From an optimization exercise on the open Yosys and OpenROAD flow, aimed at small area, a short achievable clock period and few clock cycles per item; shortcuts taken in it are not production practice. Function was not checked in any run shown here: the RTL went through the layout flow alone.

## flow/design.v (module list and top-level ports; edited modules follow where they fit)
// module sigmoid_unit: 687 lines
// module pfxi_row_h3_r11_11_11: 45 lines
// module pfxi_row_h3_r12_12_12: 51 lines
// module pfxi_row_h3_r13_13_13: 53 lines
// module pfxi_row_h3_r14_14_14: 57 lines
// module pfxi_row_h3_r15_15_15: 61 lines
// module pfxi_row_bk_r15_16_16: 67 lines
// module pfxi_row_bk_r16_16_16: 67 lines
// module pfxi_row_bk_r16_17_16: 69 lines
module sigmoid_unit (
    input  wire               clk,
    input  wire               rst,
    input  wire               in_valid,
    input  wire signed [15:0] net_in,
    output wire               out_valid,
    output wire signed [31:0] f_net,
    output wire signed [31:0] x,
    output wire signed [31:0] y,
    output wire signed [31:0] z
);
  // ...
==> flow/flow/run.sh <==
#!/bin/bash
set -euo pipefail
export BUFFER_PORTS_ARGS="-buffer_cell sky130_fd_sc_hd__buf_1"
# one tie cell drives all constant outputs
export SKIP_REPAIR_TIE_FANOUT=1
# stronger flip-flops where one drives several output buffers
export POST_GLOBAL_PLACE_TCL=$PWD/flow/upsize_out_ff.tcl UPSIZE_FF4_MIN=4 UPSIZE_FF2_MIN=2
bash standard.sh > standard.log 2>&1
==> flow/flow/upsize_out_ff.tcl <==
# Give the flip-flops that drive several output-port buffers (the copies of
# the sign bits, and the z bits that also drive f_net) a stronger drive.
set block [ord::get_db_block]
set n_up 0
foreach inst [$block getInsts] {
  if {[[$inst getMaster] getName] ne "sky130_fd_sc_hd__dfxtp_1"} { continue }
  set q [$inst findITerm Q]
  set net [$q getNet]
  if {$net eq "NULL"} { continue }
  set nout 0
  foreach it [$net getITerms] {
    if {[string match "output*" [[$it getInst] getName]]} { incr nout }
  }
  if {$nout >= $::env(UPSIZE_FF4_MIN)} {
    replace_cell [$inst getName] sky130_fd_sc_hd__dfxtp_4
    incr n_up
  } elseif {$nout >= $::env(UPSIZE_FF2_MIN)} {
    replace_cell [$inst getName] sky130_fd_sc_hd__dfxtp_2
    incr n_up
  }
}
puts "upsize_out_ff: resized $n_up flip-flops"
==> flow/standard.sh <==
#!/bin/bash
# synth_recipe.tcl (not shown) runs the flow's synth.tcl, then flattens the netlist and writes it again
# the make line also repeats each setting of config.mk as NAME=value (left out here)
make -C /OpenROAD-flow-scripts/flow DESIGN_CONFIG=/design/flow/config.mk WORK_HOME=/design/flow/orfs CLKGATE_MAP_FILE= SYNTH_SCRIPT=/design/flow/synth_recipe.tcl "${@:-finish}"
==> flow/config.mk <==
export PLATFORM = sky130hd
export DESIGN_NAME = sigmoid_unit
export DESIGN_NICKNAME = sigmoid_unit
export VERILOG_FILES = /design/flow/design.v
export SDC_FILE = /design/flow/constraint.sdc
export NUM_CORES = 4
export LEC_CHECK = 0
export ABC_AREA = 1
export CAP_MARGIN = 20
export CORE_MARGIN = 2
export CORE_UTILIZATION = 40
export SLEW_MARGIN = 20
==> flow/constraint.sdc <==
create_clock -name core_clock -period 62.0 [get_ports {clk}]
set_input_delay 12.4000 -clock core_clock [delete_from_list [all_inputs] [get_ports {clk}]]
set_output_delay 12.4000 -clock core_clock [all_outputs]
set_load 0.01 [all_outputs]
==> summary.txt, run 1 <==
Setup path
  • Worst Path Arrival: 0.87 ns
  • Worst r2r dst: t1[13]
  • Critical path's top delay family: flip-flops
  • Critical path required time: 49.60 ns
  • Slowest CP cell: dfxtp_4
  • Worst setup path end: y[27]

Synthesis
  • Most common cell in the synthesized netlist: nand2_1
  • Synth Flop Type: dfxtp_1
  • Synthesized Nets: 1612
  • Yosys top cell by area: dfxtp_1
  • Yosys reg bits: 104
  • Post-synthesis mux area share: 0.09141%
  • Mean Syn Cell Area: 7.976 sq um
  • Compound-cell area share of the yosys netlist: 11.01%
  • Cells after synthesis: 1373
  • Synthesized area: 10950 sq um

Floorplan
  • Number of I/O pins: 148
  • Num rows: 60
  • Initial Utilization: 40.63%
  • Core area: 26950 sq um

Routing
  • Met3 wire length: 579 microns
  • Met1 WL: 9.939 mm
  • Top Layer Used: met4
  • Met2 routed WL: 10.92 mm

Timing
  • Slew margin rel.: 33.91%
  • Final setup margin: 48.73 ns
  • Minimum clock period: 13.27 ns
  • Worst slew pin tran: 0.9914 ns
  • Setup-failing EPs final: 0

Outcome
  • Status: complete, no violations

Finish
  • ANT cells: 0
  • Multi-input gate count: 972
  • Fillers: 2726
  • Fraction of area in multi-input gates: 65.03%
  • Clock buffers: 10
  • Seq. cell area: 2118 sq um
  • Inverters: 195
  • Buffers excl. clock: 104
  • Synth-to-layout area growth: 4.330%

Global route
  • Vias in the first global route: 8207

Clock tree
  • # resized after CTS: 0

Hold path
  • Worst hold path class: flop to flop
==> run 2, diff against run 1 <==
--- a/flow/design.v
+++ b/flow/design.v
@@ -49,69 +49,81 @@
 wire dp0_g0_9 = dp0_g[9] | (dp0_p[9] & dp0_g[8]);
 wire dp0_p0_9 = dp0_p[9] & dp0_p[8];
 wire dp0_g0_11 = dp0_g[11] | (dp0_p[11] & dp0_g[10]);
 wire dp0_p0_11 = dp0_p[11] & dp0_p[10];
 wire dp0_g0_13 = dp0_g[13] | (dp0_p[13] & dp0_g[12]);
 wire dp0_p0_13 = dp0_p[13] & dp0_p[12];
 wire dp0_g0_15 = dp0_g[15] | (dp0_p[15] & dp0_g[14]);
 wire dp0_p0_15 = dp0_p[15] & dp0_p[14];
+wire dp0_g1_2 = dp0_g[2] | (dp0_p[2] & dp0_g0_1);
+wire dp0_p1_2 = dp0_p[2] & dp0_p0_1;
 wire dp0_g1_3 = dp0_g0_3 | (dp0_p0_3 & dp0_g0_1);
 wire dp0_p1_3 = dp0_p0_3 & dp0_p0_1;
+wire dp0_g1_6 = dp0_g[6] | (dp0_p[6] & dp0_g0_5);
+wire dp0_p1_6 = dp0_p[6] & dp0_p0_5;
 wire dp0_g1_7 = dp0_g0_7 | (dp0_p0_7 & dp0_g0_5);
 wire dp0_p1_7 = dp0_p0_7 & dp0_p0_5;
+wire dp0_g1_10 = dp0_g[10] | (dp0_p[10] & dp0_g0_9);
+wire dp0_p1_10 = dp0_p[10] & dp0_p0_9;
 wire dp0_g1_11 = dp0_g0_11 | (dp0_p0_11 & dp0_g0_9);
 wire dp0_p1_11 = dp0_p0_11 & dp0_p0_9;
+wire dp0_g1_14 = dp0_g[14] | (dp0_p[14] & dp0_g0_13);
+wire dp0_p1_14 = dp0_p[14] & dp0_p0_13;
 wire dp0_g1_15 = dp0_g0_15 | (dp0_p0_15 & dp0_g0_13);
 wire dp0_p1_15 = dp0_p0_15 & dp0_p0_13;
+wire dp0_g2_4 = dp0_g[4] | (dp0_p[4] & dp0_g1_3);
+wire dp0_p2_4 = dp0_p[4] & dp0_p1_3;
+wire dp0_g2_5 = dp0_g0_5 | (dp0_p0_5 & dp0_g1_3);
+wire dp0_p2_5 = dp0_p0_5 & dp0_p1_3;
+wire dp0_g2_6 = dp0_g1_6 | (dp0_p1_6 & dp0_g1_3);
+wire dp0_p2_6 = dp0_p1_6 & dp0_p1_3;
 wire dp0_g2_7 = dp0_g1_7 | (dp0_p1_7 & dp0_g1_3);
 wire dp0_p2_7 = dp0_p1_7 & dp0_p1_3;
+wire dp0_g2_12 = dp0_g[12] | (dp0_p[12] & dp0_g1_11);
+wire dp0_p2_12 = dp0_p[12] & dp0_p1_11;
+wire dp0_g2_13 = dp0_g0_13 | (dp0_p0_13 & dp0_g1_11);
+wire dp0_p2_13 = dp0_p0_13 & dp0_p1_11;
+wire dp0_g2_14 = dp0_g1_14 | (dp0_p1_14 & dp0_g1_11);
+wire dp0_p2_14 = dp0_p1_14 & dp0_p1_11;
 wire dp0_g2_15 = dp0_g1_15 | (dp0_p1_15 & dp0_g1_11);
 wire dp0_p2_15 = dp0_p1_15 & dp0_p1_11;
+wire dp0_g3_8 = dp0_g[8] | (dp0_p[8] & dp0_g2_7);
+wire dp0_p3_8 = dp0_p[8] & dp0_p2_7;
+wire dp0_g3_9 = dp0_g0_9 | (dp0_p0_9 & dp0_g2_7);
+wire dp0_p3_9 = dp0_p0_9 & dp0_p2_7;
+wire dp0_g3_10 = dp0_g1_10 | (dp0_p1_10 & dp0_g2_7);
+wire dp0_p3_10 = dp0_p1_10 & dp0_p2_7;
+wire dp0_g3_11 = dp0_g1_11 | (dp0_p1_11 & dp0_g2_7);
+wire dp0_p3_11 = dp0_p1_11 & dp0_p2_7;
+wire dp0_g3_12 = dp0_g2_12 | (dp0_p2_12 & dp0_g2_7);
+wire dp0_p3_12 = dp0_p2_12 & dp0_p2_7;
+wire dp0_g3_13 = dp0_g2_13 | (dp0_p2_13 & dp0_g2_7);
+wire dp0_p3_13 = dp0_p2_13 & dp0_p2_7;
+wire dp0_g3_14 = dp0_g2_14 | (dp0_p2_14 & dp0_g2_7);
+wire dp0_p3_14 = dp0_p2_14 & dp0_p2_7;
 wire dp0_g3_15 = dp0_g2_15 | (dp0_p2_15 & dp0_g2_7);
 wire dp0_p3_15 = dp0_p2_15 & dp0_p2_7;
-wire dp0_g4_11 = dp0_g1_11 | (dp0_p1_11 & dp0_g2_7);
-wire dp0_p4_11 = dp0_p1_11 & dp0_p2_7;
-wire dp0_g5_5 = dp0_g0_5 | (dp0_p0_5 & dp0_g1_3);
-wire dp0_p5_5 = dp0_p0_5 & dp0_p1_3;
-wire dp0_g5_9 = dp0_g0_9 | (dp0_p0_9 & dp0_g2_7);
-wire dp0_p5_9 = dp0_p0_9 & dp0_p2_7;
-wire dp0_g5_13 = dp0_g0_13 | (dp0_p0_13 & dp0_g4_11);
-wire dp0_p5_13 = dp0_p0_13 & dp0_p4_11;
-wire dp0_g6_2 = dp0_g[2] | (dp0_p[2] & dp0_g0_1);
-wire dp0_p6_2 = dp0_p[2] & dp0_p0_1;
-wire dp0_g6_4 = dp0_g[4] | (dp0_p[4] & dp0_g1_3);
-wire dp0_p6_4 = dp0_p[4] & dp0_p1_3;
-wire dp0_g6_6 = dp0_g[6] | (dp0_p[6] & dp0_g5_5);
-wire dp0_p6_6 = dp0_p[6] & dp0_p5_5;
-wire dp0_g6_8 = dp0_g[8] | (dp0_p[8] & dp0_g2_7);
-wire dp0_p6_8 = dp0_p[8] & dp0_p2_7;
-wire dp0_g6_10 = dp0_g[10] | (dp0_p[10] & dp0_g5_9);
-wire dp0_p6_10 = dp0_p[10] & dp0_p5_9;
-wire dp0_g6_12 = dp0_g[12] | (dp0_p[12] & dp0_g4_11);
-wire dp0_p6_12 = dp0_p[12] & dp0_p4_11;
-wire dp0_g6_14 = dp0_g[14] | (dp0_p[14] & dp0_g5_13);
-wire dp0_p6_14 = dp0_p[14] & dp0_p5_13;
-wire dp0_g6_16 = dp0_g[16] | (dp0_p[16] & dp0_g3_15);
-wire dp0_p6_16 = dp0_p[16] & dp0_p3_15;
+wire dp0_g4_16 = dp0_g[16] | (dp0_p[16] & dp0_g3_15);
+wire dp0_p4_16 = dp0_p[16] & dp0_p3_15;
 assign dp0[0] = dp0_p[1] ^ dp0_g[0];
 assign dp0[1] = dp0_p[2] ^ dp0_g0_1;
-assign dp0[2] = dp0_p[3] ^ dp0_g6_2;
+assign dp0[2] = dp0_p[3] ^ dp0_g1_2;
 assign dp0[3] = dp0_p[4] ^ dp0_g1_3;
-assign dp0[4] = dp0_p[5] ^ dp0_g6_4;
-assign dp0[5] = dp0_p[6] ^ dp0_g5_5;
-assign dp0[6] = dp0_p[7] ^ dp0_g6_6;
+assign dp0[4] = dp0_p[5] ^ dp0_g2_4;
+assign dp0[5] = dp0_p[6] ^ dp0_g2_5;
+assign dp0[6] = dp0_p[7] ^ dp0_g2_6;
 assign dp0[7] = dp0_p[8] ^ dp0_g2_7;
-assign dp0[8] = dp0_p[9] ^ dp0_g6_8;
-assign dp0[9] = dp0_p[10] ^ dp0_g5_9;
-assign dp0[10] = dp0_p[11] ^ dp0_g6_10;
-assign dp0[11] = dp0_p[12] ^ dp0_g4_11;
-assign dp0[12] = dp0_p[13] ^ dp0_g6_12;
-assign dp0[13] = dp0_p[14] ^ dp0_g5_13;
-assign dp0[14] = dp0_p[15] ^ dp0_g6_14;
+assign dp0[8] = dp0_p[9] ^ dp0_g3_8;
+assign dp0[9] = dp0_p[10] ^ dp0_g3_9;
+assign dp0[10] = dp0_p[11] ^ dp0_g3_10;
+assign dp0[11] = dp0_p[12] ^ dp0_g3_11;
+assign dp0[12] = dp0_p[13] ^ dp0_g3_12;
+assign dp0[13] = dp0_p[14] ^ dp0_g3_13;
+assign dp0[14] = dp0_p[15] ^ dp0_g3_14;
 assign dp0[15] = dp0_p[16] ^ dp0_g3_15;
 wire [15:0] d0 = dp0;
 wire [10:0] tk9 = ~11'd1953;    
 wire [10:0] df9;
 wire        ge9;
 pfxi_row_h3_r11_11_11 row9 (.t(tk9), .d(d0[10:0]), .hz(~|d0[15:11]), .ge(ge9), .r(df9));
 wire [10:0] tr9 = df9;
 wire [11:0] tk8 = {tr9, 1'b1};
@@ -403,17 +415,16 @@
 assign qh1[8] = qh1_p[9] ^ qh1_g3_8;
 assign qh1[9] = qh1_p[10] ^ qh1_g3_9;
 wire [9:0]  yv  = s1 ? (q0 ? {nv[8:0], 1'b0} : {~v, 1'b1}) : {v, ~q0};
 wire [9:0]  zv  = s1 ? (q0 ? qh1 : {1'b0, qh}) : zp;
 wire        yneg0 = s1 & (d1 >= 16'd1002);
 wire        yneg1 = s1 & (d1 != 16'd1001);
 wire        yneg2 = s1 & ((|d1[15:10]) | (d1[9:0] >= 10'd1002));
 wire        yneg3 = s1 & (d1[15:1] != 15'd500);
-wire        yneg4 = s1 & (d1 > 16'd1001);
 wire [15:0] nn;
 wire [16:0] nn_p, nn_g;
 assign nn_g[0] = 1'b0; assign nn_p[0] = 1'b0;
 assign nn_p[1] = (d1[0] ^ s1) ^ (s1); assign nn_g[1] = (d1[0] ^ s1) & (s1);
 assign nn_p[2] = (d1[1] ^ s1) ^ (1'b0); assign nn_g[2] = (d1[1] ^ s1) & (1'b0);
 assign nn_p[3] = (d1[2] ^ s1) ^ (1'b0); assign nn_g[3] = (d1[2] ^ s1) & (1'b0);
 assign nn_p[4] = (d1[3] ^ s1) ^ (1'b1); assign nn_g[4] = (d1[3] ^ s1) & (1'b1);
 assign nn_p[5] = (d1[4] ^ s1) ^ (~s1); assign nn_g[5] = (d1[4] ^ s1) & (~s1);
@@ -655,38 +666,36 @@
 assign xx[15] = xx_p[16] ^ xx_g14_15;
 assign xx[16] = xx_p[17] ^ xx_g15_16;
 assign xx[17] = xx_p[18] ^ xx_g16_17;
 assign xx[18] = xx_p[19] ^ xx_g17_18;
 assign xx[19] = xx_p[20] ^ xx_g18_19;
 assign xx[20] = xx_p[21] ^ xx_g19_20;
 assign xx[21] = xx_p[22] ^ xx_g20_21;
 reg        vo;
-reg [2:0] xs;
-reg [4:0] ys;
+reg [1:0] xs;
+reg [3:0] ys;
 reg [21:0] xr;
 reg [9:0]  yr;
 reg [9:0]  zr;
 always @(posedge clk) begin
     vo <= v1 & ~rst;
     xs[0] <= s1;
     xs[1] <= s1 & (d1 != 16'd1000);
-    xs[2] <= nn[15];
     ys[0] <= yneg0;
     ys[1] <= yneg1;
     ys[2] <= yneg2;
     ys[3] <= yneg3;
-    ys[4] <= yneg4;
     xr <= xx;
     yr <= yv;
     zr <= zv;
 end
 assign out_valid = vo;
-assign x     = {xs[0], xs[0], xs[0], xs[1], xs[1], xs[2], xs[2], xr, 3'b000};
-assign y     = {ys[0], ys[0], ys[0], ys[0], ys[0], ys[1], ys[1], ys[1], ys[1], ys[2], ys[2], ys[2], ys[2], ys[2], ys[3], ys[3], ys[3], ys[3], ys[4], ys[4], ys[4], ys[4], yr};
+assign x     = {xs[0], xs[0], xs[0], xs[0], xs[1], xs[1], xs[1], xr, 3'b000};
+assign y     = {ys[0], ys[0], ys[0], ys[0], ys[0], ys[0], ys[1], ys[1], ys[1], ys[1], ys[1], ys[2], ys[2], ys[2], ys[2], ys[2], ys[2], ys[3], ys[3], ys[3], ys[3], ys[3], yr};
 assign z     = {21'd0, zr, yr[0]};
 assign f_net = {22'd0, zr};
 endmodule
 module pfxi_row_h3_r11_11_11 (
     input  wire [10:0] t,
     input  wire [10:0] d,
     input  wire        hz,
     output wire        ge,
==> summary.txt, run 2 <==
Clock tree
  • Setup bufs post-CTS: 0 (unchanged)
  • Clk Latency, worst-skew pair: 0.36 ns (about the same)
  • CTS clk-pin slew, worst paths: 0.08 ns (about the same)
  • # H-tree levels: 3 (unchanged)
  • Num Clock Sinks: 102 (was 104)
  • Root buffer cell: clkbuf_16 (unchanged)
  • Hold Buf Count CTS: 0 (unchanged)
  • CTS tree: built (unchanged)
  • CTS max path bufs: 2 (unchanged)
  • CTS buffer count: 9 (unchanged)
  • # resized after CTS: 0 (unchanged)

Finish
  • ANT cells: 0 (unchanged)
  • Fillers: 2740 (was 2726)
  • Final Net Count: 1594 (was 1625)
  • Biggest regs: xr (22), d1 (16) (unchanged)
  • Post-route cell area: 11280 sq um (was 11420 sq um)
  • Share of layout cells above drive strength 1: 6.970% (was 8.052%)
  • Max FFs per register: 22 (unchanged)
  • Commonest non-fill, non-tap cell in the layout: nand2_1 (unchanged)
  • Area of the multi-input gates: 7350 sq um (was 7430 sq um)
  • Synth-to-layout area growth: 4.570% (was 4.330%)
  • Biggest register: xr (unchanged)
  • Most frequent cells in the layout: nand2_1, inv_1, ha_1 (unchanged)
  • Seq. cell area: 2076 sq um (was 2118 sq um)

Synthesis
  • Synthesized Nets: 1581 (was 1612)
  • Top cells by count, synth: nand2_1, inv_1, ha_1 (unchanged)
  • Post-synth EDFFs: 0 (unchanged)
  • Synth cell types: 57 (was 55)
  • Synth Flop Type: dfxtp_1 (unchanged)
  • Synthesized area: 10790 sq um (was 10950 sq um)
  • YS warnings: 1 (unchanged)
  • Cells after synthesis: 1345 (was 1373)
  • Mean Syn Cell Area: 8.021 sq um (was 7.976 sq um)
  • Sequential share of the synthesized area: 18.93% (was 19.01%)
  • Most common cell in the synthesized netlist: nand2_1 (unchanged)
  • Yosys top cell area share: 18.93% (was 19.01%)
  • Yosys top cell by area: dfxtp_1 (unchanged)
  • Synth top area cells: dfxtp_1, ha_1, fa_1 (unchanged)
  • Yosys reg bits: 102 (was 104)
  • Asr flop ratio synth: 0% (unchanged)

Timing
  • Final setup margin: 48.73 ns (about the same)
  • Setup TNS: 0 ns (unchanged)
  • Slew margin rel.: 37.74% (was 33.91%)
  • Worst slew pin tran: 0.9104 ns (was 0.9914 ns)
  • Endpoints failing hold: 0 (unchanged)
  • RSZ-0062 raised after global routing: false (unchanged)
  • Clock skew: 0.01484 ns (was 0.02039 ns)
  • Max Slew Vio Count: 0 (unchanged)
  • Part of the cycle the worst path needs: 21.41% (was 21.40%)
  • Minimum clock period: 13.27 ns (about the same)
  • FMAX: 75.34 MHz (was 75.37 MHz)
  • Hold_ws: 0.3814 ns (was 0.3807 ns)
  • Setup-failing EPs final: 0 (unchanged)

Routing
  • Via density: 4.786 (was 4.796)
  • Antenna Violating Nets Remaining: 0 (unchanged)
  • First drt pass iteration count: 4 (was 6)
  • Starting DRT DRC Count: 375 (was 376)
  • Post-route DRC violation count: 0 (unchanged)
  • Per-cell routed wire length: 12.71 microns (was 12.60 microns)
  • Total detailed-routing wirelength: 21.66 mm (was 21.83 mm)
  • Routed vias: 8155 (was 8307)

Global route
  • Initial antenna violation count: 0 (unchanged)
  • First-pass GRT wire length: 37.52 mm (was 38.44 mm)
  • Vias in the first global route: 8029 (was 8207)
  • Largest net degree at the start of global routing: 47 (unchanged)
  • Total track usage: 16.23% (was 16.32%)
  • GRT overflow: 0 (unchanged)

Setup path
  • Crit-path cells: buf_1 (unchanged)
  • CP Capture Type: primary output (unchanged)
  • Buffers plus inverters on the worst setup path: 1 (unchanged)
  • Crit path kind: flop to primary output (unchanged)
  • Worst Path Arrival: 0.87 ns (about the same)
  • Critical path required time: 49.60 ns (about the same)
  • Stages on the worst setup path: 1 (unchanged)
  • Crit path largest cell delay: 0.37 ns (was 0.36 ns)
  • Crit Path Max Fanout: 6 (was 5)
  • FF-to-FF path depth: 56 (was 73)
  • Critical path's top delay family: flip-flops (unchanged)
  • Slowest CP cell: dfxtp_4 (unchanged)
  • Worst setup SP type: flop (unchanged)

Place
  • IO Port Bufs: 101 (unchanged)
  • Hpwl dp: 18.38 mm (was 18.60 mm)
  • DP Area: 10950 sq um (was 11110 sq um)
  • Placement Setup Slack: 48.45 ns (was 48.49 ns)

Floorplan
  • Number of I/O pins: 148 (unchanged)
  • Core area: 26730 sq um (was 26950 sq um)
  • DIE AREA: 28300 sq um (was 28720 sq um)
  • Die Y: 168.2 microns (was 169.5 microns)
  • Initial Utilization: 40.37% (was 40.63%)
  • Die W: 168.2 microns (was 169.5 microns)
  • Num rows: 60 (unchanged)

Outcome
  • Status: complete, no violations (unchanged)

Flow run
  • Maxcap violations: 0 (unchanged)

Hold path
  • Worst hold path class: flop to flop (unchanged)
  • Hold depth: 0 (unchanged)
[run 2: cell types whose count changed in the layout (fill, tap and decap cells not counted), sizes merged, moves of 6 or more]
cell,previous run,this run
nor2,69,56
xor2,64,56
inv,192,183
nand2,297,291
nand3,43,49
xnor2,34,41
[run 2: layout make-up]
type | count | area share [%]
repair buffers | 106 | 3.705
clock inverters | 6 | 0.6988
clock buffers | 10 | 2.218
inverters | 181 | 6.045
multi-input cells | 958 | 65.15
well taps | 341 | 3.782
flip-flops and latches | 102 | 18.40
[run 2: metal layers]
| layer | wire length, microns | GRT usage [%] |
|---|---|---|
| met5 | 0 | 0 |
| met2 | 10530 | 28.59 |
| met3 | 621 | 2.656 |
| met1 | 10050 | 20.48 |
| met4 | 459 | 4.610 |
[run 2: path summary, 6_finish.rpt]
| kind | start | to | slack, ns |
|---|---|---|---|
| worst max-delay path | ys[0] | y[29] | 48.73 |
| worst min-delay path | s_q | s1 | 0.38 |
| worst max register to register | d1[1] | zr[8] | 49.48 |
| worst min register to register | s_q | s1 | 0.38 |
[run 2: per-stage QoR]
stage,utilization [%],instances
after floorplan,-,1345
after global placement,40.85,1688
after detailed placement,40.97,1688
after CTS,42.21,1704
after global routing,42.21,1704
final,42.21,1704
[run 2: logic make-up (layout without fill, tap and decap cells)]
family / Yosys count / in the layout / share of synthesized area [%]
AO/OA/AOI/OAI: 217 / 217 / 11.64
AND/OR/NAND/NOR: 425 / 425 / 17.82
buffers and inverters: 285 / 303 / 12.94
XOR/XNOR: 97 / 97 / 7.945
flip-flops: 102 / 102 / 18.93
multiplexers: 1 / 1 / 0.09279
adder cells (fa/ha/maj): 217 / 217 / 30.60
other: 1 / 1 / 0.03476

==> re-timing with driven ports <==
Ports are ideal in the flow. The routed layouts listed here were re-timed in OpenROAD.
Step 1, drivers: a clkbuf_16 drives clk and a buf_2 each remaining input, both assumed.
Step 2, shift: input delay + t, output delay - t, t = (earliest + latest rising clock arrival at the registers) / 2. This alone moves slack from input paths to output paths.
Slacks: ideal ports / drivers / drivers and shift; pairs: ideal ports / drivers.
| run | t (ns) | setup WS [ns] | worst setup path after step 2 | worst register clock-pin slew, ns | worst slew at a driven data input, ns |
|---|---|---|---|---|---|
| run 1 | 0.392 | 48.731 / 48.689 / 48.553 | input to register | 0.08 / 0.08 | 0.03 |
| run 2 | 0.399 | 48.726 / 48.680 / 48.876 | input to register | 0.08 / 0.08 | 0.03 |
After both steps every run listed still meets setup and hold. The setup slack of run 1, which loses most, moves by -0.042 ns with the drivers and by -0.178 ns with both steps.
